What follows belongs to an exercise in optimizing a design on an open flow for small area; a production flow would make more cautious choices. No functional check of the RTL was part of this run. Power and IR drop assume default switching activity.

`flow/flow/run.sh`:
```
#!/bin/bash
# Standard layout with minimum-size port buffers and a lighter clock tree.
set -e
export BUFFER_PORTS_ARGS="-buffer_cell sky130_fd_sc_hd__buf_1"
export CTS_ARGS="-sink_clustering_enable -repair_clock_nets -dont_use_dummy_load -buf_list {sky130_fd_sc_hd__clkbuf_4 sky130_fd_sc_hd__clkbuf_8}"
bash standard.sh > standard.log 2>&1
```
`flow/constraint.sdc`:
```
create_clock -name core_clock -period 10.0 [get_ports {clock}]
set_input_delay 2.0000 -clock core_clock [delete_from_list [all_inputs] [get_ports {clock}]]
set_output_delay 2.0000 -clock core_clock [all_outputs]
set_load 0.01 [all_outputs]
```
`flow/config.mk`:
```
export PLATFORM = sky130hd
export DESIGN_NAME = VerilogFile
export DESIGN_NICKNAME = VerilogFile
export VERILOG_FILES = /design/flow/design.v
export SDC_FILE = /design/flow/constraint.sdc
export NUM_CORES = 4
export LEC_CHECK = 0
export CAP_MARGIN = 20
export CORE_MARGIN = 2
export CORE_UTILIZATION = 40
export SLEW_MARGIN = 20
```
`flow/design.v`:
```
module StateMain(
     input clock,
     input reset,
     input StrobeIn,
     input LDistIn,
     input RDistIn,
     output [15:0] LED,
     output IN1,
     output IN2,
     output IN3,
     output IN4,
     output PWM,
     input colorsense,
     output [1:0] filter_select,
     output [2:0] color_out,
     output [3:0] an,
     output [6:0] seg
     );
wire [1:0] strobe;
wire [1:0] cc;
strobe_dec u_sd(.clock(clock), .reset(reset), .StrobeIn(StrobeIn),
                .strobe(strobe), .led_strobe(LED[10:9]));
drive u_dr(.clock(clock), .reset(reset), .strobe(strobe), .LDistIn(LDistIn), .RDistIn(RDistIn),
           .led_state(LED[15:11]), .IN1(IN1), .IN2(IN2), .IN3(IN3), .IN4(IN4), .PWM(PWM));
colour u_co(.clock(clock), .reset(reset), .colorsense(colorsense),
            .filter_select(filter_select), .cc(cc));
display u_di(.clock(clock), .reset(reset), .cc(cc), .strobe_hi(strobe[1]), .an(an), .seg(seg));
assign color_out = {cc == 2'd3, cc == 2'd2, cc == 2'd1};
assign LED[8:0] = 9'b0;
endmodule
module strobe_dec(input clock, input reset, input StrobeIn,
                  output reg [1:0] strobe, output [1:0] led_strobe);
localparam BT_T = 11'h7ff;    
localparam BT_S = 11'h3fd;    
localparam BT_R = 11'h281;    
reg [10:0] bt;
wire bt_end = &bt;
reg [9:0] morse;
wire [10:0] mnext = {morse, StrobeIn};
reg       cmd_seen;  
always @(posedge clock) begin
    if (reset) bt <= BT_R;
    else if (bt_end) bt <= BT_S;
    else bt <= {bt[9:0], bt[10] ^ bt[8]};
end
wire m_stop   = (mnext == 11'b10101000000);
wire m_pause  = (mnext == 11'b10111011101);
wire m_go     = (mnext == 11'b11101110100);
wire m_resume = (mnext == 11'b10111010000);
wire m_any = m_stop | m_pause | m_go | m_resume;
always @(posedge clock) begin
    if (reset) begin
        morse <= 10'd0;
        strobe <= 2'b10;
        cmd_seen <= 1'b0;
    end else if (bt_end) begin
        morse <= m_any ? 10'd0 : mnext[9:0];
        if (m_any) begin
            strobe <= {m_go | m_resume, m_pause | m_resume};
            cmd_seen <= 1'b1;
        end
    end
end
assign led_strobe = cmd_seen ? strobe : 2'b00;
endmodule
module drive(input clock, input reset, input [1:0] strobe, input LDistIn, input RDistIn,
             output [15:11] led_state, output IN1, output IN2, output IN3, output IN4,
             output PWM);
localparam S0 = 3'd0, S1 = 3'd1, S2 = 3'd2, S3 = 3'd3, S4 = 3'd4;
reg [2:0] state;
localparam OR = 3'd5;
reg [2:0] ostate;
localparam TC_T = 14'h3fff;
localparam TC_S = 14'h29d5;
reg [13:0] tc;
wire tc_end = &tc;
wire turning = (state == S3) | (state == S4);
always @(posedge clock) begin
    if (reset) begin
        state <= S0;
        ostate <= OR;
    end else case (state)
        S0: if (strobe == 2'b10) state <= S2; else ostate <= S0;
        S1: if (strobe == 2'b11) state <= S2; else ostate <= S1;
        S2: if (strobe == 2'b00) state <= S0;
            else if (strobe == 2'b01) state <= S1;
            else if (LDistIn) state <= S3;
            else if (RDistIn) state <= S4;
            else ostate <= S2;
        default: begin
            ostate <= state;
            if (tc_end) state <= S2;
        end
    endcase
end
always @(posedge clock) begin
    if (reset | ~turning | tc_end) tc <= TC_S;
    else tc <= {tc[12:0], tc[13] ^ tc[4] ^ tc[2] ^ tc[0]};
end
assign led_state[15] = (ostate == S0);
assign led_state[14] = (ostate == S1);
assign led_state[13] = (ostate == S2);
assign led_state[12] = (ostate == S3);
assign led_state[11] = (ostate == S4);
assign IN1 = (ostate == S0) | (ostate == S1) | (ostate == S2) | (ostate == S4);
assign IN2 = (ostate == S3);
assign IN3 = (ostate == S4);
assign IN4 = (ostate == S0) | (ostate == S1) | (ostate == S2) | (ostate == S3);
reg [1:0] wsel;  
localparam PC_T  = 14'h3fff;
localparam PC_SA = 14'h2606;  
localparam PC_SB = 14'h0545;  
localparam PC_SC = 14'h3d65;  
reg [13:0] pc;
reg [1:0] rg;    
reg pwm_r;
wire pc_end = &pc;
always @(posedge clock) begin
    if (reset) begin
        wsel <= 2'd0;
        pc <= PC_SA;
        rg <= 2'b00;
        pwm_r <= 1'b0;
    end else begin
        wsel <= (ostate == S2) ? 2'd2 : (ostate == S3 || ostate == S4) ? 2'd1 : 2'd0;
        if (pc_end) begin
            pc <= rg[1] ? PC_SA : rg[0] ? PC_SC : PC_SB;
            rg <= {rg[0], ~rg[1] & ~rg[0]};
        end else
            pc <= {pc[12:0], pc[13] ^ pc[4] ^ pc[2] ^ pc[0]};
        pwm_r <= ~rg[1] & (wsel[1] | (wsel[0] & ~rg[0]));
    end
end
assign PWM = pwm_r;
endmodule
module colour(input clock, input reset, input colorsense,
              output reg [1:0] filter_select, output reg [1:0] cc);
reg sig_dly;
wire pe = colorsense & ~sig_dly;
reg [12:0] cw;           
reg [11:0] rc, bc;       
reg [8:0] fc;            
reg f_ground, f_ok, f_redin, f_rgtb, f_bgtr, f_bluein;
wire cw_count = ~(cw[12] & cw[9] & cw[8] & cw[7] & cw[3]);  
wire cw_5001 = ~cw_count & ~cw[1] & cw[0];
wire cw_5002 = ~cw_count & cw[1] & ~cw[0];
wire cw_5003 = ~cw_count & cw[1] & cw[0];
wire decide = cw_5002 & (filter_select == 2'b00);
wire wrap = decide | cw_5003;
wire cnt_pe = cw_count & pe;
wire rz = (rc == 12'd0);
wire bz = (bc == 12'd0);
wire green = (filter_select == 2'b11);
wire ground = f_ground && (fc < 210);
wire gwin = f_ok && (rc < 50) && (bc < 25);
wire rwin = f_rgtb && !rz;
wire bwin = f_bgtr && !bz;
reg [1:0] cc_new;
always @* begin
    cc_new = cc;
    if (ground) cc_new = 2'd0;
    else if (gwin) begin if (fc > 300) cc_new = 2'd3; end
    else if (rwin) begin if (f_redin && fc < 350) cc_new = 2'd1; end
    else if (bwin) begin if (f_bluein) cc_new = 2'd2; end
    else cc_new = 2'd0;
end
wire r_up = cnt_pe & (filter_select == 2'b00);
wire b_up = cnt_pe & (filter_select == 2'b01);
wire r_dn = cnt_pe & green & ~rz;
wire b_dn = cnt_pe & green & ~bz;
reg [11:0] rt, bt; integer i;
always @* begin
    rt[0] = r_up | r_dn; bt[0] = b_up | b_dn;
    for (i = 1; i < 12; i = i + 1) begin
        rt[i] = rt[i-1] & (rc[i-1] ^ green);
        bt[i] = bt[i-1] & (bc[i-1] ^ green);
    end
end
reg [8:0] ft;
always @* begin
    ft[0] = cnt_pe & ~(&fc);
    for (i = 1; i < 9; i = i + 1) ft[i] = ft[i-1] & fc[i-1];
end
always @(posedge clock) begin
    if (cw_5001 && filter_select == 2'b10) begin
        f_ground <= (rc < 225) && (bc < 225) && (fc < 450);
        f_ok <= (rc >= 50) && (bc >= 25);
        f_redin <= (rc > 450) && (bc < 350);
        f_rgtb <= rc > bc;
        f_bgtr <= bc > rc;
        f_bluein <= (bc > 325) && (rc < 250);
    end
    if (reset) begin
        sig_dly <= 1'b0;
        cw <= 13'd0;
        filter_select <= 2'b00;
        cc <= 2'd0;
    end else begin
        sig_dly <= colorsense;
        cw <= wrap ? 13'd0 : cw + 13'd1;
        if (cw_5001) filter_select <= filter_select + 2'd1;
        if (decide) cc <= cc_new;
    end
    if (reset | wrap) fc <= 9'd0; else fc <= fc ^ ft;
    if (reset | decide) begin rc <= 12'd0; bc <= 12'd0; end
    else begin rc <= rc ^ rt; bc <= bc ^ bt; end
end
endmodule
module display(input clock, input reset, input [1:0] cc, input strobe_hi,
               output [3:0] an, output [6:0] seg);
localparam A0 = 2'd0, A1 = 2'd1, F1 = 2'd2, D2 = 2'd3;
localparam DX_T  = 15'h7fff;
localparam DX_SF = 15'h1504;
localparam DX_SD = 15'h61df;
reg [1:0] ds;
reg [14:0] dx;
reg [1:0] ldc;       
reg [1:0] sel;       
reg [8:0] pre;       
reg [1:0] rf;        
reg rflag;           
wire cv = (cc != 2'd0);
wire dx_end = &dx;
wire pre_end = &pre;
always @(posedge clock) begin
    rflag <= reset;
    if (reset) begin
        ds <= A0;
        sel <= 2'd0;
        pre <= 9'h1ff;
        rf <= 2'b11;
    end else begin
        pre <= {pre[7:0], pre[8] ^ pre[4] ^ (pre[7:0] == 8'd0)};
        if (pre_end) rf <= rf + 2'd1;
        sel <= (strobe_hi && ds == D2) ? ldc : 2'd0;
        case (ds)
            A0: if (cv) ds <= F1;
            A1: if (cv) ds <= F1;
            F1: if (dx_end) begin
                    if (cv) begin ds <= D2; ldc <= cc; end
                    else ds <= A0;
                end
            D2: if (dx_end) ds <= A1;
        endcase
    end
    case (ds)
        A0: dx <= DX_SF;
        A1: dx <= DX_T;
        F1: dx <= dx_end ? DX_SD : {dx[13:0], dx[14] ^ dx[13]};
        D2: dx <= {dx[13:0], dx[14] ^ dx[13]};
    endcase
end
assign an = rflag ? 4'b1111 :
            (rf == 2'd0) ? 4'b0111 : (rf == 2'd1) ? 4'b1011 : (rf == 2'd2) ? 4'b1101 : 4'b1110;
reg [6:0] seg_c;
always @* begin
    case ({sel, rf})
        4'b01_00: seg_c = 7'b0101111;
        4'b01_01: seg_c = 7'b0000110;
        4'b01_10: seg_c = 7'b0100001;
        4'b01_11: seg_c = 7'b1111111;
        4'b10_00: seg_c = 7'b0000011;
        4'b10_01: seg_c = 7'b1000111;
        4'b10_10: seg_c = 7'b1100011;
        4'b10_11: seg_c = 7'b0000110;
        4'b11_00: seg_c = 7'b0010000;
        4'b11_01: seg_c = 7'b0101111;
        4'b11_10: seg_c = 7'b0101011;
        4'b11_11: seg_c = 7'b1111111;
        default:  seg_c = 7'b0000000;
    endcase
end
assign seg = seg_c;
endmodule
module VerilogFile(
input SW0,
input SW1,
input clock,
input reset,
output IN1,
output IN2,
output IN3,
output IN4,
output PWMA,
output PWMB,
output [15:0] LED,
output[3:0] an,
output[6:0] seg,
input LDistIn,
input RDistIn,
input StrobeIn,
output [1:0]filter_select,
input colorsense,
output [2:0] color_out
);
StateMain u4(.clock(clock),.reset(reset),.IN1(IN1),.IN2(IN2),.IN3(IN3),.IN4(IN4),.LDistIn(LDistIn),.RDistIn(RDistIn),.LED(LED),.StrobeIn(StrobeIn),.PWM(PWMA),
.filter_select(filter_select),.colorsense(colorsense),.color_out(color_out),.an(an),.seg(seg));
assign PWMB = PWMA;
endmodule
```
`flow/standard.sh`:
```
#!/bin/bash
# synth_recipe.tcl (not shown) runs the flow's synth.tcl, then flattens the netlist and writes it again
# the make line also repeats each setting of config.mk as NAME=value (left out here)
make -C /OpenROAD-flow-scripts/flow DESIGN_CONFIG=/design/flow/config.mk WORK_HOME=/design/flow/orfs CLKGATE_MAP_FILE= SYNTH_SCRIPT=/design/flow/synth_recipe.tcl "${@:-finish}"
```
==> summary.txt <==
metrics by stage:
stage | total power (W) | cell area, um^2 | hold WS [ns] | setup WS, ns
detailed placement | 0.000797 | 7320 | 0.429 | 5.58
finish | 0.00112 | 7550 | 0.425 | 6.06
global route | 0.00119 | 7550 | 0.459 | 5.86
global placement | 0.000797 | 7320 | 0.418 | 5.61
CTS | 0.00114 | 7550 | 0.429 | 6.05
floorplan | 0.000771 | 7100 | 0.411 | 5.86
report_power, final:
group          total (W)  switching (W)  internal (W)
logic           0.000113      0.0000641     0.0000490
registers       0.000669      0.0000281      0.000641
clock network   0.000339       0.000189      0.000150
cell type report:
| cell class | instances | area share |
|---|---|---|
| clock buffers | 17 | 0.0310 |
| inverters | 31 | 0.0154 |
| repair buffers | 37 | 0.0200 |
| flip-flops and latches | 153 | 0.416 |
| well taps | 225 | 0.0373 |
| multi-input cells | 568 | 0.480 |
cell usage in the layout, fill, tap and decap left out, types with 7 or more instances in the layout:
cell type,netlist,layout
dfxtp_1,145,145
nand3_1,24,24
a22o_1,11,11
nor3_1,16,16
nand2b_1,27,27
xor2_1,29,29
o21ai_0,27,27
nor4_1,11,11
inv_1,31,31
xnor2_1,25,25
nand2_1,80,80
or2_2,13,13
ha_1,33,33
nand4_1,18,18
edfxtp_1,8,8
nor2b_1,14,14
a21oi_1,34,34
or3_1,10,10
conb_1,1,9
mux2i_1,7,7
nor2_1,76,76
and2_1,27,27
o22ai_1,9,9
buf_1,1,33
clkbuf_8,0,17
layer usage:
layer | GRT usage | part of all wire
met1 | 0.190 | 0.51
met2 | 0.229 | 0.44
met3 | 0.0404 | 0.037
met4 | 0.0464 | 0.013
met5 | 0 | 0
path summary, 6_finish.rpt:
kind / slack [ns] / cells after the start / to
setup / recovery: 6.06 / 13 / u4.u_co.fc[7]$_SDFF_PP0_
hold reg to reg: 0.43 / 1 / u4.u_dr.tc[4]$_SDFF_PP1_
setup reg to reg: 7.13 / 12 / u4.u_co.fc[7]$_SDFF_PP0_
hold / removal: 0.43 / 1 / u4.u_dr.tc[4]$_SDFF_PP1_
synthesized netlist by cell type, types with 13 or more instances:
cell type	count
dfxtp_1	145
nand2_1	80
nor2_1	76
a21oi_1	34
ha_1	33
inv_1	31
xor2_1	29
and2_1	27
nand2b_1	27
o21ai_0	27
clkbuf_1	26
xnor2_1	25
nand3_1	24
nand4_1	18
nor3_1	16
nor2b_1	14
or2_2	13
logic make-up (layout without fill, tap and decap cells):
family,Yosys count,after routing
simple gates,336,336
fa+ha+maj,33,33
flops,153,153
xor+xnor,54,54
mux,8,8
buf+inv,74,85
other cells,1,9
compound gates,128,128
state kept, by name, indices dropped and copies added (netlist names), 2 cells and up:
name	cells
u4.u_co.filter_select	2
u4.u_co.bc	12
u4.u_di.ds	2
u4.u_dr.rg	2
u4.u_co.fc	9
u4.u_dr.ostate	3
u4.u_co.cc	2
u4.u_dr.wsel	2
u4.u_di.pre	9
u4.u_dr.tc	14
u4.u_sd.morse	10
u4.u_sd.bt	11
u4.u_di.ldc	2
u4.u_dr.pc	14
u4.u_di.rf	2
u4.u_di.sel	2
u4.u_dr.state	3
u4.u_co.cw	13
u4.u_di.dx	15
u4.u_co.rc	12
u4.u_sd.strobe	2
critical path, stage by stage:
cell and delay, ns:
buf_1 0.07, inv_1 0.07, a311oi_4 0.51, o31a_2 0.24
ha_1 0.15, ha_1 0.15, ha_1 0.14, ha_1 0.14
ha_1 0.15, ha_1 0.15, ha_1 0.15, ha_1 0.22
and2_1 0.13
==> summary.txt <==
Outcome
  • Status: timing/DRC/antenna clean

Floorplan
  • Core Area: 0.0173 mm^2
  • Initial Util: 0.409
  • Chip width: 137 um
  • Boundary Pins: 46
  • Rows: 48
  • Die Ht: 137 um
  • Area of the die: 0.0187 mm^2

Logic synthesis
  • Number of synthesized register bits: 153
  • Largest family of logic cells by synthesized area: simple AND/OR/NAND/NOR gates
  • Adder-cell share of the synthesized area: 0.0584
  • Synthesis warning total: 4
  • Synth Area in Compound Gates: 0.130
  • Mux cell area share after synthesis: 0.0115
  • Cells after Synth: 787
  • Syn_area_per_cell: 8.98 um^2
  • Synth unique cells: 68
  • Synth Cell Area: approximately 0.007 mm^2
  • Seq/Total Area, Yosys: 0.445
  • Share of flip-flops with an asynchronous set or reset: 0
  • Simple-Gate Fraction of Synth Area: 0.241
  • Post-synth top flop: dfxtp_1
  • Post-synth EDFFs: 8
  • Synth Area in XOR/XNOR: 0.0669
  • Area leader, netlist: dfxtp_1
  • Yosys top cell area share: 0.411
  • Synth top area cells: dfxtp_1 41%, ha_1 5.8%, nand2_1 4.2%

Clock tree
  • Post-CTS Hold Buffers: 0
  • H-tree levels: 4
  • Clock slew at reported path FFs: 0.07 ns
  • Clk Latency, worst-skew pair: around 0.44 ns
  • CTS root buffer: clkbuf_8
  • TritonCTS Buffers: 17
  • CTS tree: yes
  • Clock Sinks: 153
  • Max clock buf depth: 2
  • Post-CTS Resized: 0
  • # Post-CTS Setup Buffers: 0

Final layout
  • Layout Utilization: 0.437
  • Post-layout net count: 849
  • # diodes: 0
  • Area of the multi-input gates: 0.00363 mm^2
  • Storage cell area: about 0.0031 mm^2
  • Final Instance Count excl. Fillers: a little over 1,000
  • FILL cells: 1,700
  • Layout cells sized above 1: 0.0670
  • Synth-to-Final Area Change: 6.87%

Timing
  • Fin. max-slew vios: 0
  • Unrepaired setup endpoints after global routing: no
  • Worst slew pin tran: 0.764 ns
  • Final Setup Violations: 0
  • Hold Fails Final Rpt: 0
  • Relative max-transition margin: 0.489
  • Sum Neg Setup Slack: 0 ns
  • Tmin final: slightly below 4 ns
  • Fin crit share: 0.394
  • Fin Clk Skew: 0.0243 ns
  • Fmax achieved: 254 MHz

Worst setup path
  • Crit-path max FO: 7
  • CP required: 10.33 ns
  • Setup crit end kind: flop
  • Reg2Reg Launch Point: u4.u_co.cw[7]$_SDFF_PP0_
  • Setup CP Type: in -> reg
  • Worst Path Arrival: 4.27 ns
  • Worst setup SP type: input port
  • Crit path from: colorsense

Pwr
  • Cell Pwr Density: 148 mW/mm^2
  • Peak VDD IR: ~0.084 mV
  • Leakage: 2.94 nW

GRT
  • Final global-route overflow total: 0
  • Pin count of the biggest net entering global routing: 55
  • First-pass GRT wire length: 21.8 mm
  • Global Route Usage Sum: 0.144
  • Initial antenna violation count: 0
  • Vias in the first global route: 4,702

Drt
  • DRT Wirelength: 12.7 mm
  • Vias: 5,157
  • Antenna Nets Post-Route: 0
  • Initial drt markers: 224
  • TritonRoute pass-1 iters: 5
  • Avg WL per Cell: 12.3 um
  • Vias per inst: 5.00
  • DRC: 0

Placed design
  • HPWL Detailed: 9.05 mm
  • I/O Buffers: 34
  • Routability cong.: 0.838
  • Dpl cells: 1,014

Hold path
  • HP Start: u4.u_dr.tc[3]$_SDFF_PP0_
  • Worst Hold Class: reg -> reg

Flow run
  • Max cap viols: 0

[afterwards: timing with drivers on the ports]
In the flow no input, the clock included, has a driving cell. The finished layout below was timed again as built, in two steps.
Step 1: set_driving_cell puts a clkbuf_16 on clock and a buf_2 on each other input, an assumption about the parent block.
Step 2 times the ports against the registers' clock, not the clock port: input delays grow and output delays shrink by t, the midpoint of the rising clock arrivals with the driver on.
a / b / c = ideal / step 1 / step 2; a / b = the first two.
t, ns: 0.465
setup WS [ns]: 6.056 / 6.066 / 5.603
worst register clock-pin slew, ns: 0.09 / 0.09
worst data-port slew with drivers (ns): 0.03
cell pins on the clock port's net: 1
After both steps setup and hold are still met in this run. For this run, drivers alone change the setup slack by +0.010 ns; drivers and shift together by -0.453 ns.
